Background: an optimization exercise with open tools, aiming at small area. Do not read the settings as production practice.
In this exercise RTL edits were held to simulation tests only and were not proved equivalent to the original.
No driver is modelled on the clock port, so clock power and skew are understated where the tree is cut down; a real chip needs a root buffer or a tree.
Power and IR drop assume default switching activity.

--- flow/flow/run.sh ---
#!/bin/bash
# The standard layout (standard.sh) with these changes:
#  - synthesis maps the logic with an area-oriented ABC script (flow/abc_area.script,
#    used through a copy of ORFS's scripts folder; registers are left as they are);
#  - combinational cells get their smallest drive strength after floorplan
#    (flow/downsize.tcl); later repair steps size up where needed;
#  - the port buffers use the smallest buffer cell;
#  - the clock tree uses the CTS arguments in flow/cts_args.
set -euo pipefail
rm -rf scripts_abc
cp -r "$FLOW_HOME/scripts" scripts_abc
cp flow/abc_area.script scripts_abc/abc_area.script
SCRIPTS_DIR="$PWD/scripts_abc" bash standard.sh synth > standard_synth.log 2>&1
export BUFFER_PORTS_ARGS="-buffer_cell sky130_fd_sc_hd__buf_1"
export CTS_ARGS="$(cat flow/cts_args)"
bash standard.sh floorplan > standard_floorplan.log 2>&1
ODB="orfs/results/${FLOW_PLATFORM}/TWireSerIntrfc/base/2_floorplan.odb" openroad -no_init -exit flow/downsize.tcl > downsize.log 2>&1
bash standard.sh > standard_finish.log 2>&1
--- flow/config.mk ---
export PLATFORM = sky130hd
export DESIGN_NAME = TWireSerIntrfc
export DESIGN_NICKNAME = TWireSerIntrfc
export VERILOG_FILES = /design/flow/design.v
export SDC_FILE = /design/flow/constraint.sdc
export NUM_CORES = 4
export LEC_CHECK = 0
export ABC_AREA = 1
export CAP_MARGIN = 20
export CORE_MARGIN = 2
export CORE_UTILIZATION = 40
export SLEW_MARGIN = 20
--- flow/constraint.sdc ---
create_clock -name core_clock -period 10.0 [get_ports {clk}]
set_input_delay 2.0000 -clock core_clock [delete_from_list [all_inputs] [get_ports {clk}]]
set_output_delay 2.0000 -clock core_clock [all_outputs]
set_load 0.01 [all_outputs]
--- flow/standard.sh ---
#!/bin/bash
# synth_recipe.tcl (not shown) runs the flow's synth.tcl, then flattens the netlist and writes it again
# the make line also repeats each setting of config.mk as NAME=value (left out here)
make -C /OpenROAD-flow-scripts/flow DESIGN_CONFIG=/design/flow/config.mk WORK_HOME=/design/flow/orfs CLKGATE_MAP_FILE= SYNTH_SCRIPT=/design/flow/synth_recipe.tcl "${@:-finish}"
--- flow/design.v ---
module TWireSerIntrfc #(
  parameter I2CCLK = 100,  
  parameter SYSCLK = 100,  
  parameter [7:0] SLAVE_RD_ADDR = 8'h21,  
  parameter [7:0] SLAVE_WR_ADDR = 8'h20   
)
(
  input         clk,
  input         async_rst,
  input         sync_rst,
  input         rw,
  input         valid_in,
  input  [15:0] reg_addr,
  input  [15:0] data_in,
  output        valid_out,
  output [15:0] data_out,
  output        busy,
  output        error,
  input         SDA_I,
  output        SDA_O,
  output        SDA_T,
  output        SCL
);
  localparam [7:0] LMASK = 8'b11100001;
  localparam [7:0] LJ    = 8'b11100101;    
  localparam [7:0] LR    = 8'b01100101;    
  localparam [7:0] MJT   = 8'b10011111;    
  localparam [7:0] LP    = 8'b11110010;    
  localparam [7:0] MP    = 8'b10101111;    
  localparam [7:0] LF    = 8'b10101110;    
  localparam [7:0] MF    = 8'b11110011;
  localparam [7:0] LV    = 8'b10111001;    
  localparam [7:0] MV    = 8'b11001111;
  localparam [4:0]
    WAIT   = 5'd3,    
    WAIT_E = 5'd1,    
    INIT_W = 5'd4,
    INIT_E = 5'd2,    
    SWS    = 5'd5,    
    SWA    = 5'd6,    
    RWAA   = 5'd7,
    SHRA   = 5'd8,
    RHRAA  = 5'd9,
    SLRA   = 5'd10,
    RLRAA  = 5'd11,
    SHD    = 5'd12,
    RHDA   = 5'd13,
    SLD    = 5'd14,
    RLDA   = 5'd15,
    STOP   = 5'd16,
    ERR    = 5'd0,
    INIT_R = 5'd18,
    SRS    = 5'd19,
    SRA    = 5'd20,
    RRAA   = 5'd21,
    RHD    = 5'd22,
    SHDA   = 5'd23,
    RLD    = 5'd24,
    SLDN   = 5'd25;
  reg [7:0]    tq, dq;    
  wire [7:0]   tick = tq ^ LR;
  wire [7:0]   dly  = dq ^ LP;
  reg          sclk_sync, ivi, sclk, busy1;
  reg [4:0]    st, nst;
  reg [2:0]    bq;        
  wire [2:0]   bc = ~bq;
  reg [15:0]   par;
  wire tj   = (tick & MJT) == (LJ & MJT);
  wire dj   = (dly & MJT) == (LJ & MJT);    
  wire dp   = (dly & MP) == (LP & MP);
  wire fe   = (tick & MF) == (LF & MF);
  wire re   = tj;
  wire idle = (st == WAIT) | (st == WAIT_E);
  wire sen  = ~(idle | (st == INIT_W) | (st == INIT_E));
  wire last = (bc == 3'd0) & ~sclk;
  wire ack  = par[0];
  always @(posedge clk or negedge async_rst) begin
    if (!async_rst) begin
      tq        <= 8'd0;
      dq        <= 8'd0;
      sclk_sync <= 1'b0;
      ivi       <= 1'b0;
      sclk      <= 1'b0;
      busy1     <= 1'b0;
    end else begin
      if (sync_rst) begin
        tq        <= 8'd0;
        dq        <= 8'd0;
        sclk_sync <= 1'b0;
        ivi       <= 1'b0;
        sclk      <= 1'b0;
        busy1     <= 1'b0;
      end else begin
        tq        <= {tick[6:0], ^(tick & LMASK) ^ tj} ^ LR;
        dq        <= (sclk_sync ? {dp, LJ[6:0]} : {dly[6:0], ^(dly & LMASK) ^ dj}) ^ LP;
        sclk_sync <= valid_in & ~ivi;
        ivi       <= valid_in | (ivi & ~dj);
        if (re) sclk <= ~(sclk & sen);
        busy1     <= idle & (valid_in | busy1);
      end
    end
  end
  always @(*) begin
    nst = st;
    case (st)
      WAIT   : if (ivi) nst = INIT_W;
      WAIT_E : if (ivi) nst = INIT_E;
      INIT_W : nst = SWS;
      INIT_E : nst = SWS;
      SWS    : nst = SWA;
      SWA    : if (last) nst = RWAA;
      RWAA   : if (!sclk) nst = ack ? ERR : SHRA;
      SHRA   : if (last) nst = RHRAA;
      RHRAA  : if (!sclk) nst = ack ? ERR : SLRA;
      SLRA   : if (last) nst = RLRAA;
      RLRAA  : if (!sclk) nst = ack ? ERR : (rw ? INIT_R : SHD);
      SHD    : if (last) nst = RHDA;
      RHDA   : if (!sclk) nst = ack ? ERR : SLD;
      SLD    : if (last) nst = RLDA;
      RLDA   : if (!sclk) nst = ack ? ERR : STOP;
      STOP   : nst = WAIT;
      ERR    : nst = WAIT_E;
      INIT_R : nst = SRS;
      SRS    : nst = SRA;
      SRA    : if (last) nst = RRAA;
      RRAA   : if (!sclk) nst = ack ? ERR : RHD;
      RHD    : if (last) nst = SHDA;
      SHDA   : if (!sclk) nst = RLD;
      RLD    : if (last) nst = SLDN;
      SLDN   : if (!sclk) nst = STOP;
      default: nst = WAIT;
    endcase
  end
  wire counting = (st == SWA) | (st == SHRA) | (st == SLRA) | (st == SHD) |
                  (st == SLD) | (st == SRA)  | (st == RHD)  | (st == RLD);
  always @(posedge clk or negedge async_rst) begin
    if (!async_rst) begin
      st <= WAIT;
      bq <= 3'd0;
    end else if (sync_rst) begin
      st <= WAIT;
      bq <= 3'd0;
    end else if (fe) begin
      st <= nst;
      if (!counting)
        bq <= 3'd0;
      else if (!sclk)
        bq <= bq + 1'b1;
    end
  end
  always @(posedge clk) begin
    if (fe & sclk & (st != SHDA))
      par <= {par[14:0], SDA_I};
  end
  reg sdo, sdt;
  always @(*) begin
    sdt = 1'b0;
    sdo = 1'b0;
    case (st)
      SWA    : sdo = SLAVE_WR_ADDR[bc];
      SHRA   : sdo = reg_addr[{1'b1, bc}];
      SLRA   : sdo = reg_addr[{1'b0, bc}];
      SHD    : sdo = data_in[{1'b1, bc}];
      SLD    : sdo = data_in[{1'b0, bc}];
      SRA    : sdo = SLAVE_RD_ADDR[bc];
      SLDN   : sdo = 1'b1;
      SWS, SRS, SHDA, STOP, ERR : sdo = 1'b0;
      default: begin sdt = 1'b1; sdo = 1'b1; end
    endcase
  end
  assign SDA_T     = sdt;
  assign SDA_O     = sdo;
  assign SCL       = sclk;
  assign busy      = ~idle | busy1;
  assign error     = (st == WAIT_E) | (st == INIT_E);
  assign valid_out = ((tick & MV) == (LV & MV)) & (st == RLD) & (bc == 3'd0) & sclk;
  assign data_out  = par;
endmodule
--- flow/flow/cts_args ---
-sink_clustering_enable -repair_clock_nets -buf_list sky130_fd_sc_hd__clkbuf_8 -sink_clustering_size 24 -sink_clustering_max_diameter 200 -dont_use_dummy_load
--- flow/flow/abc_area.script ---
strash
balance
rewrite
refactor
balance
rewrite
rewrite -z
balance
refactor -z
rewrite -z
balance
dc2
dch -f
map -a
mfs2
map -a
topo
--- flow/flow/downsize.tcl ---
# Give every combinational cell of the synthesized netlist the smallest drive
# strength of its cell family; later repair steps size up where needed.
read_db $::env(ODB)
set block [ord::get_db_block]
set db [ord::get_db]
set saved 0.0
set n 0
foreach inst [$block getInsts] {
  set m [$inst getMaster]
  set name [$m getName]
  if {![regexp {^(sky130_fd_sc_hd__([a-z0-9]+))_([0-9]+)$} $name -> base fam drive]} { continue }
  if {[regexp {^(e?df|sdf|dl|lpflow|probe|tap|fill|decap|conb|diode)} $fam]} { continue }
  set best $m
  set barea [expr {[$m getWidth] * [$m getHeight]}]
  foreach d {0 1 2} {
    set c [$db findMaster "${base}_$d"]
    if {$c eq "NULL" || $c eq ""} { continue }
    set a [expr {[$c getWidth] * [$c getHeight]}]
    if {$a < $barea} { set best $c; set barea $a }
  }
  if {$best ne $m} {
    set old [expr {[$m getWidth] * [$m getHeight]}]
    if {[$inst swapMaster $best]} {
      set saved [expr {$saved + ($old - $barea) / 1e6}]
      incr n
      puts "[$inst getName]: $name -> [$best getName]"
    }
  }
}
puts "downsized $n cells, [format %.2f $saved] um2"
write_db $::env(ODB)
==> results.ini, run 1 <==
[clock_network]
clockRootBuffer=clkbuf_8
hold_buffers=0
cts_resized=0
cts_buffers=5
clkSinkCount=44
tritoncts=done
h-tree-depth=2
cts_max_path_buffers=2
clock_latency_ns=0.29
cts_setup_buffers=0
clk_pin_slew_ns=0.07

[logic_synthesis]
synth_top_area_frac=0.283
ys_seq_area_frac=0.514
synth_top_cell_by_area=dfrtp_1
ys_top_cells_by_area=dfrtp_1 (28%), edfxtp_1 (21%), nor2_1 (7.5%)
synth-seq-cells=44
syn_inst=259
ys_types=33
syn_nets=300
synthesis.area_sq_um=2300
yosys_warnings=1
postSynthAreaPerCell_sq_um=8.89

[sta]
relSlewSlack=0.318
max_freq_mhz=189
fin_setup_tns_ns=0
worst_slew_pin_slew_ns=1.02
finClkSkew_ns=0.0191
fin_crit_ns=5.28
hold_viol_final=0
setup_viol=0
timing.final.crit_share=0.528
maxSlewViolCount=0
rsz0062_at_grt=false
finalWorstSetupSlack_ns=4.72

[min_path]
hold_end=tq[7]
hold_path_startpoint=tq[6]
hp-class=reg -> reg
whs_path_depth=1

[placement]
preCtsSetupSlack_ns=4.95
io_buffers=59
routabilityCongestion=0.963
dp_hpwl_mm=4.23

[floorplanning]
core_area_sq_um=5540
fp.dieW_microns=79.9
start_util=0.416
die_h_microns=79.9
die_area_sq_um=6380
pin_count=60
row_count=27

[critical_path]
slowest_stage=nor2_1
cp-end-kind=primary output
r2r_end=st[3]
crit_type=reg -> out
crit_family=simple AND/OR/NAND/NOR gates
crit_fanout=12
startpoint_type=register
critPathMaxStageDelay_ns=0.58
reg2reg_depth=15
cp_cell_sequence=nor3_1, clkinv_1, nor2_1, clkinv_1, o21ai_0, nor2_1, o311ai_0, nand2_1, nand2_1, nand3_1, buf_1
cp.required_ns=8.00
r2r_start=st[1]
reg2reg_slack_ns=7.18
arrival_ns=3.28
cp.buffers_inverters=3

[cells_and_area]
final_nets=367
drive_gt1_frac=0.0340
syn2layout_area_growth_pct=16.8
antenna_cells=0

[global_routing]
grt_max_degree=29
first_global_vias=2019
grt_usage=0.187
antenna_found_initial=0
overflow=0
grt_first_pass_wirelength_mm=9.40

[routing]
drt_wl_total_mm=5.53
via_count=2098
ant_nets=0
routedWlPerCell_microns=14.0
drc=0
drt_iter0_drc=199
via_per_inst=5.30
first_pass_iters=4

[run_status]
status=finished clean

[job]
drv_cap=0

[power]
peakVddDrop_uv=114
p_per_area_nw_per_um2=180
p_leak_nw=0.956

cells in the mapped netlist, drive strengths merged:
| cell type | count |
|---|---|
| o311ai | 4 |
| nor2 | 46 |
| o221ai | 3 |
| a311oi | 1 |
| clkinv | 36 |
| xnor2 | 5 |
| buf | 1 |
| a31oi | 4 |
| o211ai | 2 |
| o21ai | 11 |
| o2111ai | 3 |
| a41oi | 1 |
| a21oi | 16 |
| dfrtp | 26 |
| nand3 | 7 |
| a221oi | 7 |
| mux2i | 1 |
| o22ai | 6 |
| a311o | 1 |
| a2111oi | 1 |
| nor3 | 14 |
| or2 | 2 |
| nor3b | 1 |
| ha | 3 |
| o21a | 1 |
| a22oi | 2 |
| nand2 | 26 |
| dfstp | 2 |
| edfxtp | 16 |
| a211oi | 2 |
| xor2 | 1 |
| nor4 | 4 |
| nand4 | 3 |
worst max path at each step:
stage	depth (start not counted)	slack (ns)	endpoint	startpoint
after floorplan	4	5.19	SDA_O	reg_addr[7]
after detailed placement	6	4.95	SDA_O	reg_addr[7]
after global routing	12	4.29	SDA_O	st[3]
final	11	4.72	SDA_O	st[4]
after CTS	11	4.76	SDA_O	st[4]
after global placement	6	4.95	SDA_O	reg_addr[7]
metrics by stage:
stage	cells	cell area (sq um)	util	total power, W	hold slack (ns)
after floorplan	259	2300	-	0.000341	0.402
after global placement	391	2620	0.473	0.000393	0.417
after detailed placement	391	2620	0.473	0.000391	0.418
after CTS	396	2690	0.485	0.000488	0.423
after global routing	396	2690	0.485	0.000524	0.446
final	396	2690	0.485	0.000484	0.420
final cells by class:
| type | instances | area, sq um |
|---|---|---|
| fill | 565 | 2850 |
| sequential | 44 | 1180 |
| timing repair buffer | 61 | 236 |
| clock buffer | 5 | 68.8 |
| multi-input combinational | 178 | 975 |
| tap | 72 | 90.1 |
| inverter | 36 | 135 |
routing by layer:
metal,global-route usage,part of all wire,vias up
met5,0,0,-
met4,0.0678,0.015,0
met3,0.0385,0.053,10
met2,0.287,0.45,66
met1,0.262,0.48,953
li1,-,-,1069
flip-flops by register name, summed over array words and instances (netlist names):
register,count
sclk_sync,1
bq,3
par,16
busy1,1
st,5
dq,8
sclk,1
tq,8
ivi,1
layout by cell type (no fill, tap or decap), drive strengths merged, types with 5 or more instances in the layout:
cell,instances
o21ai,11
buf,61
edfxtp,16
a221oi,7
clkinv,36
a21oi,16
nand2,26
xnor2,5
nor3,14
nor2,46
nand3,7
dfrtp,26
o22ai,6
clkbuf,5
power breakdown:
group	switching, W	total, W	internal (W)	leakage (nW)
registers	0.0000209	0.000226	0.000205	0.504
logic	0.000106	0.000163	0.0000562	0.416
clock network	0.0000501	0.0000951	0.0000450	0.0359
logic make-up (layout without fill, tap and decap cells):
family,Yosys count,after routing,synth area share
AOI/OAI and AO/OA,65,65,0.190
muxes,1,1,0.00435
and+or+nand+nor,103,103,0.191
adders and majority gates,3,3,0.0163
xor gates and xnor gates,6,6,0.0228
DFF,44,44,0.514
buffers and inverters,37,102,0.0620
==> run 2: changes to the inputs <==
==> flow/flow/cts_args (replaced) <==
-repair_clock_nets -buf_list sky130_fd_sc_hd__clkbuf_8 -dont_use_dummy_load
==> run 2 against run 1 <==
Effect of this change: global-route usage unchanged; wire length unchanged; non-clock buffer count stayed put; synthesized area did not move; cell count unchanged; critical path depth is the same.
==> results.ini, run 2 <==
[logic_synthesis]
synth-seq-cells=44  ; unchanged
yosys-top-cells-count=nor2_1 (46), clkinv_1 (36), dfrtp_1 (26), nand2_1 (26)
ys_seq_area_frac=0.514  ; unchanged
ys_top_cells_by_area=dfrtp_1 (28%), edfxtp_1 (21%), nor2_1 (7.5%)
synth-async-reset-ratio=0.636  ; unchanged
syn_inst=259  ; unchanged
synthesis.area_sq_um=2300  ; unchanged
synthAdderAreaFrac=0.0163  ; unchanged
postSynthAreaPerCell_sq_um=8.89  ; unchanged
synthSimpleGateAreaFrac=0.191  ; unchanged
synth_top_family_by_area=simple AND/OR/NAND/NOR gates
synth_top_area_frac=0.283  ; unchanged
syn_nets=300  ; unchanged
yosysMostFrequentCell=nor2_1
synth_compound_area_frac=0.190  ; unchanged
synthFlopType=dfrtp_1
synthMuxAreaShare=0.00435  ; unchanged
synth-xor-area-share=0.0228  ; unchanged
synth_top_cell_by_area=dfrtp_1
yosys_warnings=1  ; unchanged
synth-edff-count=16  ; unchanged
ys_types=33  ; unchanged

[cells_and_area]
utilization=0.485  ; unchanged
syn2layout_area_growth_pct=16.8  ; unchanged
fin_area_sq_um=2690  ; unchanged
final_common_cell=buf_1
largest_reg_flops=16  ; unchanged
reg.largest.list=par (16), dq (8), tq (8)
most-common-layout-cells=buf_1 (59), nor2_1 (46), clkinv_1 (36), nand2_1 (26), dfrtp_1 (26)
drive_gt1_frac=0.0340  ; unchanged
antenna_cells=0  ; unchanged
n_fill_cell=565  ; unchanged
final_nets=367  ; unchanged
top_register=par

[floorplanning]
die_h_microns=79.9  ; unchanged
die_area_sq_um=6380  ; unchanged
row_count=27  ; unchanged
fp.dieW_microns=79.9  ; unchanged
pin_count=60  ; unchanged
core_area_sq_um=5540  ; unchanged
start_util=0.416  ; unchanged

[job]
drv_cap=0  ; unchanged

[sta]
timing.final.crit_share=0.528  ; unchanged
hold_viol_final=0  ; unchanged
fin_crit_ns=5.28  ; unchanged
fin_setup_tns_ns=0  ; unchanged
max_freq_mhz=189  ; unchanged
setup_viol=0  ; unchanged
worst_slew_pin_slew_ns=1.02  ; unchanged
maxSlewViolCount=0  ; unchanged
relSlewSlack=0.318  ; unchanged
finClkSkew_ns=0.0191  ; unchanged
rsz0062_at_grt=false
finalWorstSetupSlack_ns=4.72  ; unchanged

[critical_path]
cp.buffers_inverters=3  ; unchanged
slowest_stage=nor2_1
reg2reg_slack_ns=7.18  ; about the same
reg2reg_depth=15  ; unchanged
crit_family=simple AND/OR/NAND/NOR gates
cp.required_ns=8.00  ; about the same
cp-end-kind=primary output
arrival_ns=3.28  ; about the same
r2r_start=st[1]
r2r_end=st[3]
crit_type=reg -> out
crit_fanout=12  ; unchanged
critPathMaxStageDelay_ns=0.58  ; about the same
startpoint_type=register
cp_cell_sequence=nor3_1, clkinv_1, nor2_1, clkinv_1, o21ai_0, nor2_1, o311ai_0, nand2_1, nand2_1, nand3_1, buf_1

[routing]
first_pass_iters=4  ; unchanged
ant_nets=0  ; unchanged
routedWlPerCell_microns=14.0  ; unchanged
drc=0  ; unchanged
drt_iter0_drc=199  ; unchanged
route.met3.wl_microns=293  ; unchanged
via_count=2098  ; unchanged
drt_wl_total_mm=5.53  ; unchanged
wl_met2_mm=2.50  ; unchanged
via_per_inst=5.30  ; unchanged
highest_layer=met4
wl_met1_mm=2.66  ; unchanged

[placement]
io_buffers=59  ; unchanged
routabilityCongestion=0.963  ; unchanged
preCtsSetupSlack_ns=4.95  ; unchanged
dp_hpwl_mm=4.23  ; unchanged
place_area_sq_um=2620  ; unchanged

[min_path]
hold_path_startpoint=tq[6]
hold_end=tq[7]
whs_path_depth=1  ; unchanged
hp-class=reg -> reg

[clock_network]
hold_buffers=0  ; unchanged
cts_setup_buffers=0  ; unchanged
clk_pin_slew_ns=0.07  ; about the same
clkSinkCount=44  ; unchanged
cts_buffers=5  ; unchanged
cts_max_path_buffers=2  ; unchanged
cts_resized=0  ; unchanged
h-tree-depth=2  ; unchanged
tritoncts=done
clockRootBuffer=clkbuf_8
clock_latency_ns=0.29  ; about the same

[global_routing]
first_global_vias=2019  ; unchanged
antenna_found_initial=0  ; unchanged
grt_first_pass_wirelength_mm=9.40  ; unchanged
grt_max_degree=29  ; unchanged
grt_usage=0.187  ; unchanged
overflow=0  ; unchanged

[power]
p_leak_nw=0.956  ; unchanged
peakVddDrop_uv=114  ; unchanged
p_per_area_nw_per_um2=180  ; unchanged

[run_status]
status=finished clean

[run 2: cell counts after synthesis]
No cell type changed its count.
[run 2: area by class of cell]
cell class / count / area, sq um / share of cell area
multi-input cells: 178 / 975 / 0.362
repair buffers: 61 / 236 / 0.0879
clock buffers: 5 / 68.8 / 0.0256
flip-flops and latches: 44 / 1180 / 0.440
inverters: 36 / 135 / 0.0503
well taps: 72 / 90.1 / 0.0335
[run 2: kinds of logic (layout without fill, tap and decap cells)]
kind of cell,Yosys count,in the layout
adder cells (fa/ha/maj),3,3
AO/OA/AOI/OAI,65,65
AND/OR/NAND/NOR,103,103
buffers and inverters,37,102
multiplexers,1,1
flip-flops,44,44
XOR/XNOR,6,6
[run 2: how the worst max path moves through the flow]
stage / from / end / slack (ns) / cells after the start
floorplan: reg_addr[7] / SDA_O / 5.19 / 4
global placement: reg_addr[7] / SDA_O / 4.95 / 6
detailed placement: reg_addr[7] / SDA_O / 4.95 / 6
CTS: st[4] / SDA_O / 4.76 / 11
global route: st[3] / SDA_O / 4.29 / 12
finish: st[4] / SDA_O / 4.72 / 11
[run 2: stage by stage]
stage          power [W]  hold slack (ns)  std cells
6_report        0.000484            0.420        396
5_1_grt         0.000524            0.446        396
4_1_cts         0.000488            0.423        396
3_5_place_dp    0.000391            0.418        391
3_3_place_gp    0.000393            0.417        391
2_1_floorplan   0.000341            0.402        259
[run 2: per-layer routing]
layer  vias up  track usage
li1       1069            -
met1       953        0.262
met2        66        0.287
met3        10       0.0385
met4         0       0.0678
met5         -            0
[run 2: report_power, final]
group	switching, W	total [W]	internal [W]
clock	0.0000501	0.0000951	0.0000450
sequential	0.0000209	0.000226	0.000205
combinational	0.000106	0.000163	0.0000562
[run 2: worst register-to-register path, stage by stage (launching register included)]
cell	delay, ns
dfstp_2	0.60
clkinv_1	0.14
nor2_1	0.24
clkinv_1	0.22
a21oi_1	0.23
nor2_1	0.10
o21ai_0	0.15
clkinv_1	0.15
nand2_1	0.15
a21oi_1	0.08
nand2_1	0.10
clkinv_1	0.13
nand2_1	0.11
clkinv_1	0.13
nand2_1	0.08
o21ai_0	0.09
==> run 3: changes to the inputs <==
--- a/flow/design.v
+++ b/flow/design.v
@@ -22,14 +22,14 @@
   output        SCL
 );
-  localparam [7:0] LMASK = 8'b11100001;
-  localparam [7:0] LJ    = 8'b11100101;    
-  localparam [7:0] LR    = 8'b01100101;    
-  localparam [7:0] MJT   = 8'b10011111;    
-  localparam [7:0] LP    = 8'b11110010;    
-  localparam [7:0] MP    = 8'b10101111;    
-  localparam [7:0] LF    = 8'b10101110;    
-  localparam [7:0] MF    = 8'b11110011;
-  localparam [7:0] LV    = 8'b10111001;    
-  localparam [7:0] MV    = 8'b11001111;
+  localparam [7:0] LMASK = 8'b10010000;
+  localparam [7:0] LJ    = 8'b00011111;    
+  localparam [7:0] LR    = 8'b10011111;    
+  localparam [7:0] MJT   = 8'b11011111;    
+  localparam [7:0] LP    = 8'b10001111;    
+  localparam [7:0] MP    = 8'b10111111;    
+  localparam [7:0] LF    = 8'b11110111;    
+  localparam [7:0] MF    = 8'b01110111;
+  localparam [7:0] LV    = 8'b11011101;    
+  localparam [7:0] MV    = 8'b11111101;
   localparam [4:0]
     WAIT   = 5'd3,    
@@ -93,5 +93,5 @@
       end else begin
         tq        <= {tick[6:0], ^(tick & LMASK) ^ tj} ^ LR;
-        dq        <= (sclk_sync ? {dp, LJ[6:0]} : {dly[6:0], ^(dly & LMASK) ^ dj}) ^ LP;
+        dq        <= (sclk_sync ? {LJ[7] ^ ~dp, LJ[6:0]} : {dly[6:0], ^(dly & LMASK) ^ dj}) ^ LP;
         sclk_sync <= valid_in & ~ivi;
         ivi       <= valid_in | (ivi & ~dj);
==> flow/flow/cts_args (replaced) <==
-sink_clustering_enable -repair_clock_nets -buf_list sky130_fd_sc_hd__clkbuf_8 -sink_clustering_size 24 -sink_clustering_max_diameter 200 -dont_use_dummy_load
--- a/flow/config.mk
+++ b/flow/config.mk
@@ -7,6 +7,6 @@
 export LEC_CHECK = 0
 export ABC_AREA = 1
-export CAP_MARGIN = 20
+export CAP_MARGIN = 0
 export CORE_MARGIN = 2
 export CORE_UTILIZATION = 40
-export SLEW_MARGIN = 20
+export SLEW_MARGIN = 0
==> run 3 against run 2 <==
Effect of this change: still clean; clock-buffer cell count unchanged; non-clock buffer count down 1; synthesized area down 2.7%; clock power up 0.9%; critical path depth down 5; sequential share of layout area up 1.1 points; critical endpoint unchanged; largest cell class unchanged.
==> results.ini, run 3 <==
[cells_and_area]
final_common_cell=buf_1
final_nets=365  ; -0.54%
syn2layout_area_growth_pct=17.1
antenna_cells=0  ; unchanged
largest_reg_flops=16  ; unchanged
n_fill_cell=561  ; -0.71%
drive_gt1_frac=0.0279  ; -0.00609
top_register=par
final_cells=395  ; -0.25%
reg.largest.list=par (16), dq (8), tq (8)
most-common-layout-cells=buf_1 (59), nor2_1 (50), clkinv_1 (40), dfrtp_1 (26), o21ai_0 (23)

[placement]
routabilityCongestion=0.897  ; -6.8%
dp_cells=390  ; -0.26%
io_buffers=59  ; unchanged
dp_hpwl_mm=4.11  ; -2.9%

[critical_path]
r2r_start=st[4]
r2r_end=st[2]
crit_fanout=1  ; -11
cp.required_ns=8.00  ; about the same
crit_type=in -> out
arrival_ns=3.20  ; -0.08 ns
reg2reg_slack_ns=6.29  ; -0.89 ns
cp-end-kind=primary output
startpoint_type=input port
reg2reg_depth=18  ; +3

[routing]
ant_nets=0  ; unchanged
drc=0  ; unchanged
drt_iter0_drc=148  ; -26%
routedWlPerCell_microns=13.6  ; -2.7%
via_per_inst=5.36  ; +1.1%
drt_wl_total_mm=5.37  ; -3.0%
first_pass_iters=4  ; unchanged
via_count=2116  ; +0.86%

[logic_synthesis]
ys_top_cells_by_area=dfrtp_1 (29%), edfxtp_1 (21%), nor2_1 (8.4%)
synth-async-reset-ratio=0.636  ; unchanged
synth-edff-count=16  ; unchanged
synth-seq-cells=44  ; unchanged
ys_types=28  ; -15%
yosysMostFrequentCell=nor2_1
synth_top_area_frac=0.290  ; +0.00773
ys_seq_area_frac=0.528  ; +0.0141
synthFlopType=dfrtp_1
syn_nets=299  ; -0.33%
yosys-top-cells-count=nor2_1 (50), clkinv_1 (40), dfrtp_1 (26)
postSynthAreaPerCell_sq_um=8.65  ; -2.7%
yosys_warnings=1  ; unchanged
syn_inst=259  ; unchanged
synthesis.area_sq_um=2240  ; -2.7%
synth_top_cell_by_area=dfrtp_1

[sta]
timing.final.crit_share=0.520  ; -0.00858
fin_crit_ns=5.20  ; -0.0858 ns
max_freq_mhz=192  ; +1.7%
setup_viol=0  ; unchanged
fin_setup_tns_ns=0  ; unchanged
hold_viol_final=0  ; unchanged
finClkSkew_ns=0.0205  ; +0.00138 ns
relSlewSlack=0.195  ; -0.123
worst_slew_pin_slew_ns=1.20  ; +0.178 ns
rsz0062_at_grt=false
hold_ws_ns=0.419  ; -0.000970 ns
maxSlewViolCount=0  ; unchanged

[clock_network]
clockRootBuffer=clkbuf_8
tritoncts=done
h-tree-depth=2  ; unchanged
clock_latency_ns=0.29  ; about the same
clkSinkCount=44  ; unchanged
cts_max_path_buffers=2  ; unchanged
cts_setup_buffers=0  ; unchanged
clk_pin_slew_ns=0.08  ; about the same
cts_resized=0  ; unchanged
cts_buffers=5  ; unchanged
hold_buffers=0  ; unchanged

[floorplanning]
fp.dieW_microns=78.9  ; -1.3%
core_area_sq_um=5470  ; -1.2%
die_h_microns=78.9  ; -1.3%
row_count=27  ; unchanged
die_area_sq_um=6220  ; -2.5%
pin_count=60  ; unchanged
start_util=0.409  ; -0.00607

[min_path]
hold_path_startpoint=tq[6]
whs_path_depth=1  ; unchanged
hp-class=reg -> reg
hold_end=tq[7]

[global_routing]
grt_max_degree=29  ; unchanged
overflow=0  ; unchanged
grt_usage=0.178  ; -0.00935
first_global_vias=1953  ; -3.3%
antenna_found_initial=0  ; unchanged
grt_first_pass_wirelength_mm=8.94  ; -4.9%

[power]
switching_share=0.344  ; -0.0224
p_per_area_nw_per_um2=165  ; -8.0%
p_int_w=0.000285  ; -7.1%
p_leak_nw=0.943  ; -1.3%
pwr-share-comb=0.287  ; -0.049
pwr-share-seq=0.492  ; +0.025
peakVddDrop_uv=79.7  ; -30%
clkPwrFrac=0.221  ; +0.024
switching_power_w=0.000149  ; -16%

[job]
drv_cap=0  ; unchanged

[run_status]
status=finished clean

==> run 3: cell count changes after synthesis, sizes merged, moves of 4 or more <==
cell and change:
xnor2 -4, nand4 +4, clkinv +4, nand3 +5
nand2 -6, nor2 +4, o21ai +12
==> run 3: cells by family (layout without fill, tap and decap cells) <==
family | count (synthesis) | in the layout | synth area share
AND/OR/NAND/NOR | 106 | 106 | 0.204
AO/OA/AOI/OAI | 65 | 65 | 0.183
flip-flops | 44 | 44 | 0.528
buffers and inverters | 41 | 105 | 0.0704
adder cells (fa/ha/maj) | 2 | 2 | 0.0112
XOR/XNOR | 1 | 1 | 0.00391
==> run 3: area by class of cell <==
cell class,count,area [sq um],area share
Tap cell,72,90.1,0.0343
Multi-Input combinational cell,174,902,0.344
Timing Repair Buffer,60,229,0.0873
Clock buffer,5,68.8,0.0262
Sequential cell,44,1180,0.451
Inverter,40,150,0.0572
==> run 3: worst max path at each step <==
stage | startpoint | to | slack, ns
final | reg_addr[6] | SDA_O | 4.80
after global routing | st[3] | SDA_O | 4.55
after CTS | reg_addr[6] | SDA_O | 4.84
after detailed placement | data_in[6] | SDA_O | 4.87
after global placement | reg_addr[6] | SDA_O | 4.91
after floorplan | reg_addr[9] | SDA_O | 4.99
==> run 3: power by group through the flow <==
stage | combinational, W | sequential [W] | clock (W)
floorplan | 0.0000850 | 0.000213 | 0
global placement | 0.000124 | 0.000217 | 0
detailed placement | 0.000123 | 0.000217 | 0
CTS | 0.000124 | 0.000214 | 0.000101
global route | 0.000143 | 0.000215 | 0.000108
finish | 0.000124 | 0.000214 | 0.0000960
==> run 3: critical path, cell delays in order <==
cell and delay (ns):
buf_1 0.07, a221oi_1 0.30, nor3_1 0.08, o311ai_0 0.35, o311ai_0 0.22, buf_1 0.17
==> run 3: layer usage <==
layer	part of all wire	up-vias	track usage
met1	0.49	1008	0.262
met5	0	-	0
li1	-	1056	-
met3	0.044	2	0.0375
met2	0.46	50	0.267
met4	0.0024	0	0.0466
==> run 3: stage by stage <==
step | total power [W] | worst slack, ns | cell area, sq um | utilization
after global placement | 0.000341 | 4.91 | 2550 | 0.467
after CTS | 0.000438 | 4.84 | 2620 | 0.479
after detailed placement | 0.000340 | 4.87 | 2550 | 0.467
after floorplan | 0.000298 | 4.99 | 2240 | -
final | 0.000434 | 4.80 | 2620 | 0.479
after global routing | 0.000466 | 4.55 | 2620 | 0.479
==> run 4: changes to the inputs <==
--- a/flow/config.mk
+++ b/flow/config.mk
@@ -7,6 +7,6 @@
 export LEC_CHECK = 0
 export ABC_AREA = 1
-export CAP_MARGIN = 0
+export CAP_MARGIN = 20
 export CORE_MARGIN = 2
 export CORE_UTILIZATION = 40
-export SLEW_MARGIN = 0
+export SLEW_MARGIN = 20
==> run 4 against run 3 <==
Effect of this change: clock power up 2%; synthesized cell count unchanged; setup slack better by 0.025 ns; combinational power about the same; die area unchanged; total power up 0.58%; wire length down 0.43%; clock-buffer cell count unchanged; register-to-register slack worse by 0.08 ns; synthesized area unchanged; worst hold slack better by 0.0053 ns.
==> results.ini, run 4 <==
[run_status]
status=finished clean

[cells_and_area]
antenna_cells=0  ; unchanged
final_nets=365  ; unchanged
final_common_cell=buf_1
most-common-layout-cells=buf_1 (59), nor2_1 (50), clkinv_1 (40), dfrtp_1 (26), o21ai_0 (23)
reg.largest.list=par (16), dq (8), tq (8)
syn2layout_area_growth_pct=17.4
drive_gt1_frac=0.0279  ; unchanged
top_register=par
largest_reg_flops=16  ; unchanged

[logic_synthesis]
ys_top_cells_by_area=dfrtp_1 (29%), edfxtp_1 (21%), nor2_1 (8.4%)
synth-async-reset-ratio=0.636  ; unchanged
synth-edff-count=16  ; unchanged
synthFlopType=dfrtp_1
synth_top_area_frac=0.290  ; unchanged
ys_seq_area_frac=0.528  ; unchanged
synth-seq-cells=44  ; unchanged
synthesis.area_sq_um=2240  ; unchanged
syn_inst=259  ; unchanged
yosys_warnings=1  ; unchanged
ys_types=28  ; unchanged
synth_top_cell_by_area=dfrtp_1
postSynthAreaPerCell_sq_um=8.65  ; unchanged
syn_nets=299  ; unchanged
yosysMostFrequentCell=nor2_1
yosys-top-cells-count=nor2_1 (50), clkinv_1 (40), dfrtp_1 (26)

[sta]
hold_ws_ns=0.424  ; +0.00526 ns
timing.final.crit_share=0.517  ; -0.00248
hold_viol_final=0  ; unchanged
relSlewSlack=0.496  ; +0.301
worst_slew_pin_slew_ns=0.753  ; -0.448 ns
fin_setup_tns_ns=0  ; unchanged
setup_viol=0  ; unchanged
max_freq_mhz=193  ; +0.48%
finClkSkew_ns=0.0299  ; +0.00941 ns
rsz0062_at_grt=false
maxSlewViolCount=0  ; unchanged
fin_crit_ns=5.17  ; -0.0248 ns

[routing]
ant_nets=0  ; unchanged
first_pass_iters=4  ; unchanged
drc=0  ; unchanged
drt_wl_total_mm=5.35  ; -0.43%
routedWlPerCell_microns=13.5  ; -0.43%
drt_iter0_drc=117  ; -21%
via_per_inst=5.38  ; +0.52%
via_count=2127  ; +0.52%

[floorplanning]
fp.dieW_microns=78.9  ; unchanged
pin_count=60  ; unchanged
die_h_microns=78.9  ; unchanged
die_area_sq_um=6220  ; unchanged
row_count=27  ; unchanged
core_area_sq_um=5470  ; unchanged
start_util=0.409  ; unchanged

[clock_network]
cts_setup_buffers=0  ; unchanged
cts_buffers=5  ; unchanged
clkSinkCount=44  ; unchanged
clock_latency_ns=0.30  ; about the same
tritoncts=done
h-tree-depth=2  ; unchanged
clk_pin_slew_ns=0.09  ; about the same
cts_resized=0  ; unchanged
hold_buffers=0  ; unchanged
clockRootBuffer=clkbuf_8
cts_max_path_buffers=2  ; unchanged

[placement]
dp_hpwl_mm=4.09  ; -0.55%
routabilityCongestion=0.897  ; unchanged
io_buffers=59  ; unchanged

[power]
p_leak_nw=0.946  ; +0.33%
peakVddDrop_uv=79.4  ; -0.39%
p_per_area_nw_per_um2=166  ; +0.34%

[global_routing]
first_global_vias=1933  ; -1.0%
grt_max_degree=29  ; unchanged
use_met3=0.0386  ; +0.00114
grt_first_pass_wirelength_mm=8.84  ; -1.2%
overflow=0  ; unchanged
grt_util_met2=0.271  ; +0.00427
top_usage_layer=met2
grt_util_met1=0.253  ; -0.00954
antenna_found_initial=0  ; unchanged
grt_usage=0.176  ; -0.00122

[critical_path]
crit_fanout=1  ; unchanged
cp.required_ns=8.00  ; about the same
critPathMaxStageDelay_ns=0.37  ; +0.02 ns
cp_cell_sequence=buf_1, a221oi_1, nor3_1, o311ai_0, o311ai_0, buf_1
cp-end-kind=primary output
cp.buffers_inverters=2  ; unchanged
crit_family=compound AO/OA/AOI/OAI gates
crit_type=in -> out
startpoint_type=input port
slowest_stage=o311ai_0
arrival_ns=3.17  ; -0.03 ns

[job]
drv_cap=0  ; unchanged

[min_path]
hp-class=reg -> reg

==> run 4: cell counts after synthesis <==
No cell type changed its count.
==> run 4: path summary, 6_finish.rpt <==
kind,end,from,cells after the start,slack (ns)
max,SDA_O,data_in[6],6,4.83
min,tq[7],tq[6],1,0.42
max reg2reg,st[2],st[4],18,6.21
min reg2reg,tq[7],tq[6],1,0.42
max in group asynchronous,st[1],async_rst,2,7.98
min in group asynchronous,dq[3],async_rst,2,1.68
==> run 4: layout make-up <==
type	count	area, sq um
Multi-Input combinational cell	174	908
Tap cell	72	90.1
Timing Repair Buffer	60	229
Clock buffer	5	68.8
Inverter	40	150
Sequential cell	44	1180
Fill cell	565	2840
==> run 4: stage by stage <==
stage	total power (W)	instances	cell area (sq um)	utilization	setup WS [ns]
floorplan	0.000298	259	2240	-	4.99
global placement	0.000341	390	2550	0.467	4.91
detailed placement	0.000340	390	2560	0.468	4.86
CTS	0.000438	395	2630	0.481	4.86
global route	0.000465	395	2630	0.481	4.56
finish	0.000437	395	2630	0.481	4.83
==> run 4: kinds of logic after synthesis <==
| kind of cell | share of synthesized area |
|---|---|
| xor gates and xnor gates | 0.00391 |
| adders and majority gates | 0.0112 |
| buffers and inverters | 0.0704 |
| DFF | 0.528 |
| AOI/OAI and AO/OA | 0.183 |
| and+or+nand+nor | 0.204 |
==> run 4: report_power, final <==
part / internal, W / switching, W / leakage (nW)
Combinational: 0.0000397 / 0.0000858 / 0.401
Sequential: 0.000200 / 0.0000136 / 0.509
Clock: 0.0000451 / 0.0000525 / 0.0359
==> run 4: per-layer routing <==
layer,share of wire,up-vias,wire length [microns]
met5,0,-,0
met2,0.46,66,2440
met4,0.016,0,86
li1,-,1050,-
met1,0.48,1001,2540
met3,0.052,10,277
==> run 5: changes to the inputs <==
==> flow/flow/abc_area.script (replaced) <==
strash
dch -f
map -a
mfs2
strash
dch -f
map -a
mfs2
map -a
topo
==> run 5 against run 4 <==
Effect of this change: setup slack worse by 0.21 ns; still clean on timing, DRC and antenna; synthesized cell count is 3.5% lower; sequential share of layout area about the same; synthesized area decreased by 0.45%; total power grew 11%; clock skew shrank 0.020 ns.
==> results.ini, run 5 <==
[global_routing]
overflow=0  ; unchanged
grt_first_pass_wirelength_mm=9.23  ; +4.4%
first_global_vias=2017  ; +4.3%
grt_max_degree=29  ; unchanged
antenna_found_initial=0  ; unchanged
grt_usage=0.186  ; +0.00922

[cells_and_area]
largest_reg_flops=16  ; unchanged
final_nets=358  ; -1.9%
top_register=par
antenna_cells=0  ; unchanged
reg.largest.list=par (16), dq (8), tq (8)
drive_gt1_frac=0.0380  ; +0.0101
final_common_cell=buf_1
final_cells=388  ; -1.8%
most-common-layout-cells=buf_1 (59), nor2_1 (38), clkinv_1 (37), dfrtp_1 (26), nand2_1 (24)
n_fill_cell=552  ; -2.3%
syn2layout_area_growth_pct=17.8

[logic_synthesis]
synthesis.area_sq_um=2230  ; -0.45%
synthFlopType=dfrtp_1
yosys_warnings=1  ; unchanged
syn_inst=250  ; -3.5%
ys_seq_area_frac=0.531  ; +0.00237
ys_types=28  ; unchanged
yosys-top-cells-count=nor2_1 (38), clkinv_1 (37), dfrtp_1 (26)
synth_top_area_frac=0.292  ; +0.00130
postSynthAreaPerCell_sq_um=8.92  ; +3.1%
synth-edff-count=16  ; unchanged
syn_nets=290  ; -3.0%
synth_top_cell_by_area=dfrtp_1
yosysMostFrequentCell=nor2_1
synth-async-reset-ratio=0.636  ; unchanged
synth-seq-cells=44  ; unchanged
ys_top_cells_by_area=dfrtp_1 (29%), edfxtp_1 (22%), nor2_1 (6.4%)

[sta]
fin_crit_ns=5.38  ; +0.207 ns
rsz0062_at_grt=false
finalWorstSetupSlack_ns=4.62  ; -0.207 ns
fin_setup_tns_ns=0  ; unchanged
finClkSkew_ns=0.00997  ; -0.0199 ns
timing.final.crit_share=0.538  ; +0.0207
max_freq_mhz=186  ; -3.9%
worst_slew_pin_slew_ns=0.721  ; -0.0324 ns
setup_viol=0  ; unchanged
relSlewSlack=0.520  ; +0.0232
maxSlewViolCount=0  ; unchanged
hold_ws_ns=0.452  ; +0.0275 ns
hold_viol_final=0  ; unchanged

[critical_path]
arrival_ns=3.38  ; +0.21 ns
crit_type=reg -> out
startpoint_type=register
slowest_stage=nor2_1
cp_cell_sequence=clkinv_1, nor2_1, clkinv_1, nor2_1, clkinv_1, nor2_1, a221oi_1, o311ai_0, nand3b_1, o311ai_0, buf_1
reg2reg_depth=14  ; -4
cp-end-kind=primary output
cp.required_ns=8.00  ; about the same
crit_fanout=9  ; +8
cp.depth=11  ; +5
cp.buffers_inverters=4  ; +2
crit_start=st[3]
r2r_start=st[3]
critPathMaxStageDelay_ns=0.46  ; +0.09 ns
crit_family=simple AND/OR/NAND/NOR gates

[clock_network]
clockRootBuffer=clkbuf_8
hold_buffers=0  ; unchanged
clk_pin_slew_ns=0.08  ; about the same
cts_buffers=5  ; unchanged
clock_latency_ns=0.30  ; about the same
clkSinkCount=44  ; unchanged
tritoncts=done
h-tree-depth=2  ; unchanged
cts_setup_buffers=0  ; unchanged
cts_resized=0  ; unchanged
cts_max_path_buffers=2  ; unchanged

[min_path]
hp-class=reg -> reg
whs_path_depth=0  ; -1
hold_path_startpoint=par[6]

[placement]
routabilityCongestion=0.965  ; +7.6%
dp_cells=383  ; -1.8%
io_buffers=59  ; unchanged
preCtsSetupSlack_ns=4.86  ; -0.00191 ns
dp_hpwl_mm=4.10  ; +0.21%

[floorplanning]
start_util=0.410  ; +0.000703
row_count=27  ; unchanged
die_area_sq_um=6190  ; -0.43%
die_h_microns=78.7  ; -0.22%
fp.dieW_microns=78.7  ; -0.22%
pin_count=60  ; unchanged
core_area_sq_um=5440  ; -0.62%

[routing]
via_count=2167  ; +1.9%
ant_nets=0  ; unchanged
drt_wl_total_mm=5.43  ; +1.5%
drc=0  ; unchanged
first_pass_iters=7  ; +3
via_per_inst=5.59  ; +3.7%
drt_iter0_drc=156  ; +33%
routedWlPerCell_microns=14.0  ; +3.4%

[power]
finalPower_w=0.000484  ; +11%
peakVddDrop_uv=100  ; +26%
p_per_area_nw_per_um2=184  ; +11%
p_leak_nw=0.960  ; +1.5%

[run_status]
status=finished clean

[job]
drv_cap=0  ; unchanged

-- run 5: cell count changes after synthesis, moves of 3 or more --
cell	delta
nand2_1	+4
a21oi_1	+3
clkinv_1	-3
nand3_1	+4
o21ai_0	-11
o211ai_1	+3
nor2_1	-12
a221oi_1	+3
-- run 5: report_power, final --
part | switching [W] | internal, W
sequential | 0.0000175 | 0.000203
combinational | 0.000111 | 0.0000517
clock | 0.0000562 | 0.0000451
total | 0.000185 | 0.000300
-- run 5: worst register-to-register path, cell delays in order (launching register included) --
cell and delay [ns]:
dfrtp_1 0.44, clkinv_1 0.14, nor2_1 0.23, clkinv_1 0.18, nor2_1 0.46, nand2_1 0.38, nand2_1 0.15, o21ai_0 0.12
clkinv_1 0.12, nand2_1 0.06, nand3_1 0.14, clkinv_1 0.16, nand2_1 0.16, o21ai_0 0.10, o21ai_0 0.08
-- run 5: path summary, 6_finish.rpt --
| kind | end | slack [ns] |
|---|---|---|
| setup / recovery | SDA_O | 4.62 |
| hold / removal | par[7] | 0.45 |
| setup reg to reg | st[0] | 7.02 |
| hold reg to reg | par[7] | 0.45 |
| max in group asynchronous | st[1] | 8.01 |
| min in group asynchronous | dq[2] | 1.69 |
-- run 5: cells by family (layout without fill, tap and decap cells) --
family | Yosys count | after routing | synth area share
AOI/OAI and AO/OA | 63 | 63 | 0.187
xor gates and xnor gates | 1 | 1 | 0.00393
adders and majority gates | 2 | 2 | 0.0112
buffers and inverters | 38 | 104 | 0.0656
DFF | 44 | 44 | 0.531
and+or+nand+nor | 102 | 102 | 0.202
-- run 5: metal layers --
layer	GRT usage	part of all wire
met2	0.277	0.43
met4	0.0649	0.021
met1	0.268	0.47
met3	0.0379	0.071
met5	0	0
-- run 5: per-stage QoR --
stage / utilization / area [sq um]
after floorplan: - / 2230
after global placement: 0.471 / 2560
after detailed placement: 0.471 / 2560
after CTS: 0.483 / 2630
after global routing: 0.483 / 2630
final: 0.483 / 2630
-- run 5: area by class of cell --
cell class / instances / area, sq um / share of cell area
inverters: 37 / 139 / 0.0528
multi-input cells: 168 / 903 / 0.344
clock buffers: 5 / 68.8 / 0.0262
well taps: 72 / 90.1 / 0.0343
repair buffers: 62 / 244 / 0.0928
flip-flops and latches: 44 / 1180 / 0.450
==> run 6: changes to the inputs <==
==> flow/flow/cts_args (replaced) <==
-sink_clustering_enable -repair_clock_nets -buf_list sky130_fd_sc_hd__clkbuf_4 -dont_use_dummy_load
--- a/flow/config.mk
+++ b/flow/config.mk
@@ -9,4 +9,4 @@
 export CAP_MARGIN = 20
 export CORE_MARGIN = 2
-export CORE_UTILIZATION = 40
+export CORE_UTILIZATION = 80
 export SLEW_MARGIN = 20
==> run 6 against run 5 <==
Effect of this change: the run now fails in 3_3_place_gp; synthesized area did not move; synthesized cell count did not move.
==> results.ini, run 6 <==
[logic_synthesis]
yosys-top-cells-count=nor2_1 (38), clkinv_1 (37), dfrtp_1 (26)
synthesis.area_sq_um=2230  ; unchanged
yosysMostFrequentCell=nor2_1
ys_seq_area_frac=0.531  ; unchanged
syn_inst=250  ; unchanged
synth_top_cell_by_area=dfrtp_1
ys_top_cells_by_area=dfrtp_1 (29%), edfxtp_1 (22%), nor2_1 (6.4%)
ys_types=28  ; unchanged
synth-seq-cells=44  ; unchanged
synthFlopType=dfrtp_1
postSynthAreaPerCell_sq_um=8.92  ; unchanged
synth_top_area_frac=0.292  ; unchanged
synth-edff-count=16  ; unchanged
synth-async-reset-ratio=0.636  ; unchanged
syn_nets=290  ; unchanged
yosys_warnings=1  ; unchanged

[run_status]
error=[ERROR GPL-0301] Utilization 101.076 % exceeds 100%.
haltStage=3_3_place_gp
status=did not finish

[floorplanning]
fp.dieW_microns=56.8  ; -28%
start_util=0.823  ; +0.413
row_count=19  ; -30%
die_h_microns=56.8  ; -28%
pin_count=60  ; unchanged

[placement]
io_buffers=59  ; unchanged

run 6: cell counts after synthesis:
No cell type changed its count.
run 6: cell families after synthesis:
| kind of cell | count (synthesis) | share of synthesized area |
|---|---|---|
| AND/OR/NAND/NOR | 102 | 0.202 |
| AO/OA/AOI/OAI | 63 | 0.187 |
| flip-flops | 44 | 0.531 |
| buffers and inverters | 38 | 0.0656 |
| adder cells (fa/ha/maj) | 2 | 0.0112 |
| XOR/XNOR | 1 | 0.00393 |
==> run 7: changes to the inputs <==
--- a/flow/flow/run.sh
+++ b/flow/flow/run.sh
@@ -6,5 +6,6 @@
 #    (flow/downsize.tcl); later repair steps size up where needed;
 #  - the port buffers use the smallest buffer cell;
-#  - the clock tree uses the CTS arguments in flow/cts_args.
+#  - one clock buffer drives all register clock pins (flow/clock_buffer.tcl, run
+#    before CTS); CTS then runs with the arguments in flow/cts_args.
 set -euo pipefail
 rm -rf scripts_abc
@@ -14,4 +15,5 @@
 export BUFFER_PORTS_ARGS="-buffer_cell sky130_fd_sc_hd__buf_1"
 export CTS_ARGS="$(cat flow/cts_args)"
+export PRE_CTS_TCL="$PWD/flow/clock_buffer.tcl"
 bash standard.sh floorplan > standard_floorplan.log 2>&1
 ODB="orfs/results/${FLOW_PLATFORM}/TWireSerIntrfc/base/2_floorplan.odb" openroad -no_init -exit flow/downsize.tcl > downsize.log 2>&1
==> flow/flow/clock_buffer.tcl (new file) <==
# PRE_CTS hook: drive every register clock pin from one clock buffer placed at
# the centre of the registers; the clock port then feeds only that buffer.
set block [ord::get_db_block]
set db [ord::get_db]
set clknet [$block findNet clk]
set master [$db findMaster sky130_fd_sc_hd__clkbuf_16]
set buf [odb::dbInst_create $block $master clkbuf_root]
set leaf [odb::dbNet_create $block clk_leaf]
$leaf setSigType CLOCK
set sx 0; set sy 0; set n 0
foreach it [$clknet getITerms] {
  set inst [$it getInst]
  if {$inst eq $buf} { continue }
  set bb [$inst getBBox]
  set sx [expr {$sx + ([$bb xMin] + [$bb xMax]) / 2}]
  set sy [expr {$sy + ([$bb yMin] + [$bb yMax]) / 2}]
  incr n
  $it disconnect
  $it connect $leaf
}
[$buf findITerm A] connect $clknet
[$buf findITerm X] connect $leaf
$buf setLocation [expr {$sx / $n}] [expr {$sy / $n}]
$buf setPlacementStatus PLACED
$block globalConnect
puts "clock buffer clkbuf_root drives $n register clock pins"
==> flow/flow/cts_args (replaced) <==
-sink_clustering_enable -repair_clock_nets -buf_list sky130_fd_sc_hd__clkbuf_16 -dont_use_dummy_load
--- a/flow/config.mk
+++ b/flow/config.mk
@@ -9,4 +9,4 @@
 export CAP_MARGIN = 20
 export CORE_MARGIN = 2
-export CORE_UTILIZATION = 80
+export CORE_UTILIZATION = 40
 export SLEW_MARGIN = 20
==> run 7 against run 6 <==
Effect of this change: the run fails in 4_1_cts; synthesized cell count is the same; synthesized area is the same.
==> results.ini, run 7 <==
[floorplanning]
row_count=27  ; +8
start_util=0.410  ; -0.413
pin_count=60  ; unchanged
die_h_microns=78.7  ; +39%
fp.dieW_microns=78.7  ; +39%

[logic_synthesis]
synth-seq-cells=44  ; unchanged
postSynthAreaPerCell_sq_um=8.92  ; unchanged
syn_nets=290  ; unchanged
synth-edff-count=16  ; unchanged
yosys_warnings=1  ; unchanged
ys_seq_area_frac=0.531  ; unchanged
ys_types=28  ; unchanged
synthFlopType=dfrtp_1
ys_top_cells_by_area=dfrtp_1 (29%), edfxtp_1 (22%), nor2_1 (6.4%)
syn_inst=250  ; unchanged
yosys-top-cells-count=nor2_1 (38), clkinv_1 (37), dfrtp_1 (26)
synthesis.area_sq_um=2230  ; unchanged
synth_top_area_frac=0.292  ; unchanged
synth-async-reset-ratio=0.636  ; unchanged
yosysMostFrequentCell=nor2_1
synth_top_cell_by_area=dfrtp_1

[run_status]
haltStage=4_1_cts
status=did not finish
error=Error: cts.tcl, 6 Wrong number or type of arguments for overloaded function 'dbBlock_globalConnect'.

[placement]
dp_hpwl_mm=4.10
io_buffers=59  ; unchanged
routabilityCongestion=0.965

[run 7: power by group through the flow]
stage          logic [W]  clock network (W)  registers [W]
2_1_floorplan   0.000110                  0       0.000219
3_3_place_gp    0.000161                  0       0.000223
3_5_place_dp    0.000160                  0       0.000224
[run 7: through the flow]
| step | power (W) | cell area [sq um] | std cells | setup WS, ns | hold slack (ns) |
|---|---|---|---|---|---|
| 2_1_floorplan | 0.000329 | 2230 | 250 | 5.02 | 0.418 |
| 3_3_place_gp | 0.000384 | 2560 | 383 | 4.86 | 0.426 |
| 3_5_place_dp | 0.000383 | 2560 | 383 | 4.86 | 0.434 |
[run 7: worst max-delay path by stage]
stage / start / slack, ns / endpoint / depth (start not counted)
detailed placement: data_in[14] / 4.86 / SDA_O / 6
global placement: data_in[14] / 4.86 / SDA_O / 6
floorplan: data_in[14] / 5.02 / SDA_O / 4
[run 7: cell families after synthesis]
kind of cell | count (synthesis) | share of synthesized area
buf+inv | 38 | 0.0656
simple gates | 102 | 0.202
xor+xnor | 1 | 0.00393
flops | 44 | 0.531
compound gates | 63 | 0.187
fa+ha+maj | 2 | 0.0112
==> run 8: changes to the inputs <==
--- a/flow/flow/clock_buffer.tcl
+++ b/flow/flow/clock_buffer.tcl
@@ -23,4 +23,4 @@
 $buf setLocation [expr {$sx / $n}] [expr {$sy / $n}]
 $buf setPlacementStatus PLACED
-$block globalConnect
+global_connect
 puts "clock buffer clkbuf_root drives $n register clock pins"
==> run 8 against run 7 <==
Effect of this change: now clean on timing, DRC and antenna; synthesized cell count did not move; synthesized area did not move.
==> results.ini, run 8 <==
[sta]
fin_setup_tns_ns=0
relSlewSlack=0.511
fin_crit_ns=5.47
maxSlewViolCount=0
rsz0062_at_grt=false
timing.final.crit_share=0.547
setup_viol=0
max_freq_mhz=183
worst_slew_pin_slew_ns=0.733
finClkSkew_ns=0.00442
hold_viol_final=0

[global_routing]
grt_usage=0.189
antenna_found_initial=0
first_global_vias=2023
grt_first_pass_wirelength_mm=9.35
grt_max_degree=29
overflow=0

[logic_synthesis]
synth_top_family_by_area=simple AND/OR/NAND/NOR gates
synth-async-reset-ratio=0.636  ; unchanged
syn_inst=250  ; unchanged
synth-seq-cells=44  ; unchanged
yosys-top-cells-count=nor2_1 (38), clkinv_1 (37), dfrtp_1 (26)
yosys_warnings=1  ; unchanged
ys_seq_area_frac=0.531  ; unchanged
synth-xor-area-share=0.00393  ; unchanged
yosysMostFrequentCell=nor2_1
ys_top_cells_by_area=dfrtp_1 (29%), edfxtp_1 (22%), nor2_1 (6.4%)
synth_top_area_frac=0.292  ; unchanged
syn_nets=290  ; unchanged
synthMuxAreaShare=0  ; unchanged
synthAdderAreaFrac=0.0112  ; unchanged
synth-edff-count=16  ; unchanged
synthFlopType=dfrtp_1
synthSimpleGateAreaFrac=0.202  ; unchanged
ys_types=28  ; unchanged
synth_top_cell_by_area=dfrtp_1
postSynthAreaPerCell_sq_um=8.92  ; unchanged
synthesis.area_sq_um=2230  ; unchanged
synth_compound_area_frac=0.187  ; unchanged

[floorplanning]
die_area_sq_um=6190
row_count=27  ; unchanged
pin_count=60  ; unchanged
start_util=0.410  ; unchanged
core_area_sq_um=5440
die_h_microns=78.7  ; unchanged
fp.dieW_microns=78.7  ; unchanged

[cells_and_area]
antenna_cells=0
drive_gt1_frac=0.0410
n_fill_cell=538
multi_input_area_sq_um=903
largest_reg_flops=16
regArea_sq_um=1180
final_nets=359
most-common-layout-cells=buf_1 (59), nor2_1 (38), clkinv_1 (37), dfrtp_1 (26), nand2_1 (24)
syn2layout_area_growth_pct=21.5
final_common_cell=buf_1
top_register=par
reg.largest.list=par (16), dq (8), tq (8)
utilization=0.498

[min_path]
hp-class=reg -> reg

[clock_network]
cts_resized=0
hold_buffers=0
clock_latency_ns=0.40
tritoncts=done
cts_buffers=5
clkSinkCount=44
cts_setup_buffers=0
clk_pin_slew_ns=0.05

[routing]
first_pass_iters=4
drc=0
routedWlPerCell_microns=14.2
drt_iter0_drc=171
ant_nets=0
via_per_inst=5.58
via_count=2170
drt_wl_total_mm=5.53

[critical_path]
cp.buffers_inverters=4
critPathMaxStageDelay_ns=0.46
slowest_stage=nor2_1
cp_cell_sequence=clkinv_1, nor2_1, clkinv_1, nor2_1, clkinv_1, nor2_1, a221oi_1, o311ai_0, nand3b_1, o311ai_0, buf_1
cp.required_ns=8.00
arrival_ns=3.47
crit_family=simple AND/OR/NAND/NOR gates
cp-end-kind=primary output
crit_type=reg -> out
crit_fanout=9
startpoint_type=register

[power]
p_leak_nw=0.998
finalPower_w=0.000552
p_per_area_nw_per_um2=204
peakVddDrop_uv=96.6

[placement]
io_buffers=59  ; unchanged
dp_hpwl_mm=4.10  ; unchanged
routabilityCongestion=0.965  ; unchanged

[run_status]
status=finished clean

[job]
drv_cap=0

[run 8: final timing paths]
check	from	to	slack, ns	depth (start not counted)
setup / recovery	st[3]	SDA_O	4.53	11
setup reg to reg	st[3]	st[0]	7.01	14
hold reg to reg	par[6]	par[7]	0.45	0
min in group asynchronous	async_rst	dq[1]	1.59	2
max in group asynchronous	async_rst	st[1]	8.10	2
hold / removal	par[6]	par[7]	0.45	0
[run 8: report_power, final]
part           switching [W]  internal [W]
logic               0.000112     0.0000517
registers          0.0000176      0.000203
clock network      0.0000632      0.000105
total               0.000192      0.000360
[run 8: final cells by class, clock buffers not listed]
cell class              count  area share
flip-flops and latches     44       0.437
multi-input cells         168       0.333
repair buffers             62      0.0900
inverters                  37      0.0512
well taps                  72      0.0332
plain buffers               1     0.00923
[run 8: cells by family after synthesis]
logic type | after synthesis
buffers and inverters | 38
AOI/OAI and AO/OA | 63
and+or+nand+nor | 102
DFF | 44
xor gates and xnor gates | 1
adders and majority gates | 2
[run 8: per-stage QoR]
step           setup slack, ns  hold WS (ns)  cell area, sq um  instances
2_1_floorplan             5.02         0.418              2230        250
3_3_place_gp              4.86         0.426              2560        383
6_report                  4.53         0.446              2710        389
5_1_grt                   4.28         0.456              2710        389
4_1_cts                   4.55         0.448              2710        389
3_5_place_dp              4.86         0.434              2560        383
[run 8: metal layers]
layer,up-vias,GRT usage,part of all wire
met5,-,0,0
met4,0,0.0649,0.014
met3,11,0.0448,0.075
met2,93,0.284,0.44
met1,1010,0.268,0.47
li1,1056,-,-
==> run 9: changes to the inputs <==
--- a/flow/flow/run.sh
+++ b/flow/flow/run.sh
@@ -6,6 +6,6 @@
 #    (flow/downsize.tcl); later repair steps size up where needed;
 #  - the port buffers use the smallest buffer cell;
-#  - one clock buffer drives all register clock pins (flow/clock_buffer.tcl, run
-#    before CTS); CTS then runs with the arguments in flow/cts_args.
+#  - CTS runs with the arguments in flow/cts_args; its tree is then collapsed
+#    into the root buffer, which drives all register clock pins (flow/clock_merge.tcl).
 set -euo pipefail
 rm -rf scripts_abc
@@ -15,5 +15,5 @@
 export BUFFER_PORTS_ARGS="-buffer_cell sky130_fd_sc_hd__buf_1"
 export CTS_ARGS="$(cat flow/cts_args)"
-export PRE_CTS_TCL="$PWD/flow/clock_buffer.tcl"
+export POST_CTS_TCL="$PWD/flow/clock_merge.tcl"
 bash standard.sh floorplan > standard_floorplan.log 2>&1
 ODB="orfs/results/${FLOW_PLATFORM}/TWireSerIntrfc/base/2_floorplan.odb" openroad -no_init -exit flow/downsize.tcl > downsize.log 2>&1
==> flow/flow/clock_merge.tcl (new file) <==
# POST_CTS hook: replace the two-level clock tree that CTS built (a root buffer
# driving four leaf buffers) by two buffers fed straight from the clock port:
# the leaves are paired by position, each pair's registers move to one buffer
# of the pair, and the other buffer and the root are removed.
set block [ord::get_db_block]
set root [$block findInst clkbuf_0_clk]
if {$root eq "NULL" || $root eq ""} { error "clock_merge: no root clock buffer" }
set clknet [[$root findITerm A] getNet]
set rootnet [[$root findITerm X] getNet]
set leaves {}
foreach inst [$block getInsts] {
  if {$inst eq $root} { continue }
  if {[string match "clkbuf_*" [$inst getName]]} {
    if {[[$inst findITerm A] getNet] ne $rootnet} { error "clock_merge: unexpected tree" }
    lappend leaves [list [lindex [$inst getLocation] 0] $inst]
  }
}
if {[llength $leaves] != 4} { error "clock_merge: expected 4 leaf buffers" }
set leaves [lsort -integer -index 0 $leaves]
foreach {a b} $leaves {
  set keep [lindex $a 1]
  set drop [lindex $b 1]
  set keepnet [[$keep findITerm X] getNet]
  set dropnet [[$drop findITerm X] getNet]
  set sinks {}
  foreach it [$dropnet getITerms] {
    if {[$it getInst] ne $drop} { lappend sinks $it }
  }
  foreach it $sinks { $it disconnect; $it connect $keepnet }
  odb::dbInst_destroy $drop
  odb::dbNet_destroy $dropnet
  [$keep findITerm A] disconnect
  [$keep findITerm A] connect $clknet
  puts "clock_merge: [$keep getName] drives [expr {[llength [$keepnet getITerms]] - 1}] pins"
}
odb::dbInst_destroy $root
odb::dbNet_destroy $rootnet
estimate_parasitics -placement
report_check_types -max_slew -violators
report_checks -path_delay min -format end -group_path_count 3
report_checks -path_delay max -format end -group_path_count 3
removed: flow/flow/clock_buffer.tcl
==> run 9 against run 8 <==
Effect of this change: largest cell class unchanged; via count fell by 0.32%; maximum frequency rose by 3.8%; clock skew rose by 0.0028 ns; final area fell by 3.7%; largest power group unchanged; utilization fell by 1.8 points; clock power fell by 53%.
==> results.ini, run 9 <==
[run_status]
status=finished clean

[global_routing]
first_global_vias=1985  ; -1.9%
grt_util_met1=0.263  ; -0.00442
overflow=0  ; unchanged
grt_usage=0.181  ; -0.00859
antenna_found_initial=0  ; unchanged
top_usage_layer=met2
grt_max_degree=29  ; unchanged

[critical_path]
reg2reg_depth=14  ; unchanged
cp_cell_sequence=clkinv_1, nor2_1, clkinv_1, nor2_1, clkinv_1, nor2_1, a221oi_1, o311ai_0, nand3b_1, o311ai_0, buf_1
crit_start=st[3]
r2r_start=st[3]
startpoint_type=register
cp.required_ns=8.00  ; about the same
r2r_end=st[0]
slowest_stage=nor2_1
critPathMaxStageDelay_ns=0.46  ; about the same
crit_type=reg -> out
crit_fanout=9  ; unchanged
cp-endpoint=SDA_O

[sta]
finClkSkew_ns=0.00719  ; +0.00277 ns
hold_ws_ns=0.449  ; +0.00277 ns
max_freq_mhz=190  ; +3.8%
rsz0062_at_grt=false
fin_setup_tns_ns=0  ; unchanged
worst_slew_pin_slew_ns=0.722  ; -0.0115 ns
fin_crit_ns=5.27  ; -0.201 ns
relSlewSlack=0.519  ; +0.00770

[power]
pwr-share-seq=0.477  ; +0.078
p_per_area_nw_per_um2=177  ; -13%
switching_power_w=0.000171  ; -11%
p_int_w=0.000291  ; -19%
switching_share=0.371  ; +0.0224
peakVddDrop_uv=105  ; +9.1%
p_leak_nw=0.949  ; -4.9%
pwr-share-comb=0.352  ; +0.056

[cells_and_area]
fin_area_sq_um=2610  ; -3.7%
final_common_cell=buf_1
largest_reg_flops=16  ; unchanged
antenna_cells=0  ; unchanged
most-common-layout-cells=buf_1 (59), nor2_1 (38), clkinv_1 (37), dfrtp_1 (26), nand2_1 (24)
reg.largest.list=par (16), dq (8), tq (8)
top_register=par
n_fill_cell=548  ; +1.9%
syn2layout_area_growth_pct=17.0

[routing]
drt_iter0_drc=138  ; -19%
first_pass_iters=5  ; +1
drt_wl_total_mm=5.39  ; -2.6%
ant_nets=0  ; unchanged

[logic_synthesis]
yosys_warnings=1  ; unchanged
yosysMostFrequentCell=nor2_1
postSynthAreaPerCell_sq_um=8.92  ; unchanged
synth-edff-count=16  ; unchanged
ys_types=28  ; unchanged
synth-seq-cells=44  ; unchanged
synth_top_cell_by_area=dfrtp_1
synthesis.area_sq_um=2230  ; unchanged
yosys-top-cells-count=nor2_1 (38), clkinv_1 (37), dfrtp_1 (26)
syn_nets=290  ; unchanged
ys_top_cells_by_area=dfrtp_1 (29%), edfxtp_1 (22%), nor2_1 (6.4%)

[placement]
dp_hpwl_mm=4.10  ; unchanged
place_area_sq_um=2560  ; unchanged
routabilityCongestion=0.965  ; unchanged
io_buffers=59  ; unchanged

[floorplanning]
die_h_microns=78.7  ; unchanged
row_count=27  ; unchanged
pin_count=60  ; unchanged
start_util=0.410  ; unchanged

[clock_network]
clk_pin_slew_ns=0.09  ; +0.04 ns
clock_latency_ns=0.15  ; -0.25 ns
clkSinkCount=44  ; unchanged

## run 9: cell counts after synthesis
No cell type changed its count.
## run 9: kinds of logic after synthesis
kind of cell,count (synthesis),share of synthesized area
AO/OA/AOI/OAI,63,0.187
adder cells (fa/ha/maj),2,0.0112
flip-flops,44,0.531
AND/OR/NAND/NOR,102,0.202
buffers and inverters,38,0.0656
XOR/XNOR,1,0.00393
## run 9: worst min path at each step
stage	startpoint	endpoint	slack (ns)	depth (start not counted)
detailed placement	par[6]	par[7]	0.43	0
finish	par[11]	par[12]	0.45	0
global placement	par[7]	par[8]	0.43	0
floorplan	dq[3]	dq[4]	0.42	1
global route	par[11]	par[12]	0.46	0
## run 9: cell type report
type / count / area, sq um / share of cell area
Inverter: 37 / 139 / 0.0532
Tap cell: 72 / 90.1 / 0.0345
Sequential cell: 44 / 1180 / 0.454
Clock buffer: 2 / 50.0 / 0.0192
Multi-Input combinational cell: 168 / 903 / 0.346
Timing Repair Buffer: 62 / 244 / 0.0935
## run 9: power by group through the flow
stage          registers (W)  logic (W)  clock network (W)
5_1_grt             0.000223   0.000183          0.0000893
3_5_place_dp        0.000224   0.000160                  0
6_report            0.000220   0.000163          0.0000793
3_3_place_gp        0.000223   0.000161                  0
2_1_floorplan       0.000219   0.000110                  0
## run 9: routing by layer
layer	vias to the layer above	routed length, microns
li1	1047	-
met1	1019	2550
met2	84	2370
met3	13	399
met4	0	72
met5	-	0
## run 9: per-stage QoR
step / power, W / cells / util / setup WS, ns
2_1_floorplan: 0.000329 / 250 / - / 5.02
3_3_place_gp: 0.000384 / 383 / 0.471 / 4.86
3_5_place_dp: 0.000383 / 383 / 0.471 / 4.86
5_1_grt: 0.000496 / 385 / 0.480 / 4.52
6_report: 0.000462 / 385 / 0.480 / 4.73
## run 9: critical path, delay by kind of cell (launching register included)
kind / cells / cell delay [ns]
buf+inv: 4 / 0.78
simple gates: 4 / 1.23
compound gates: 3 / 0.66
flops: 1 / 0.45

Setup slack of run 9, layout unchanged: 4.731 ns with ideal ports, 4.683 ns with driving cells assumed (clock clkbuf_16, inputs buf_2), 4.826 ns with port delays also shifted by the 0.194 ns mid clock arrival.
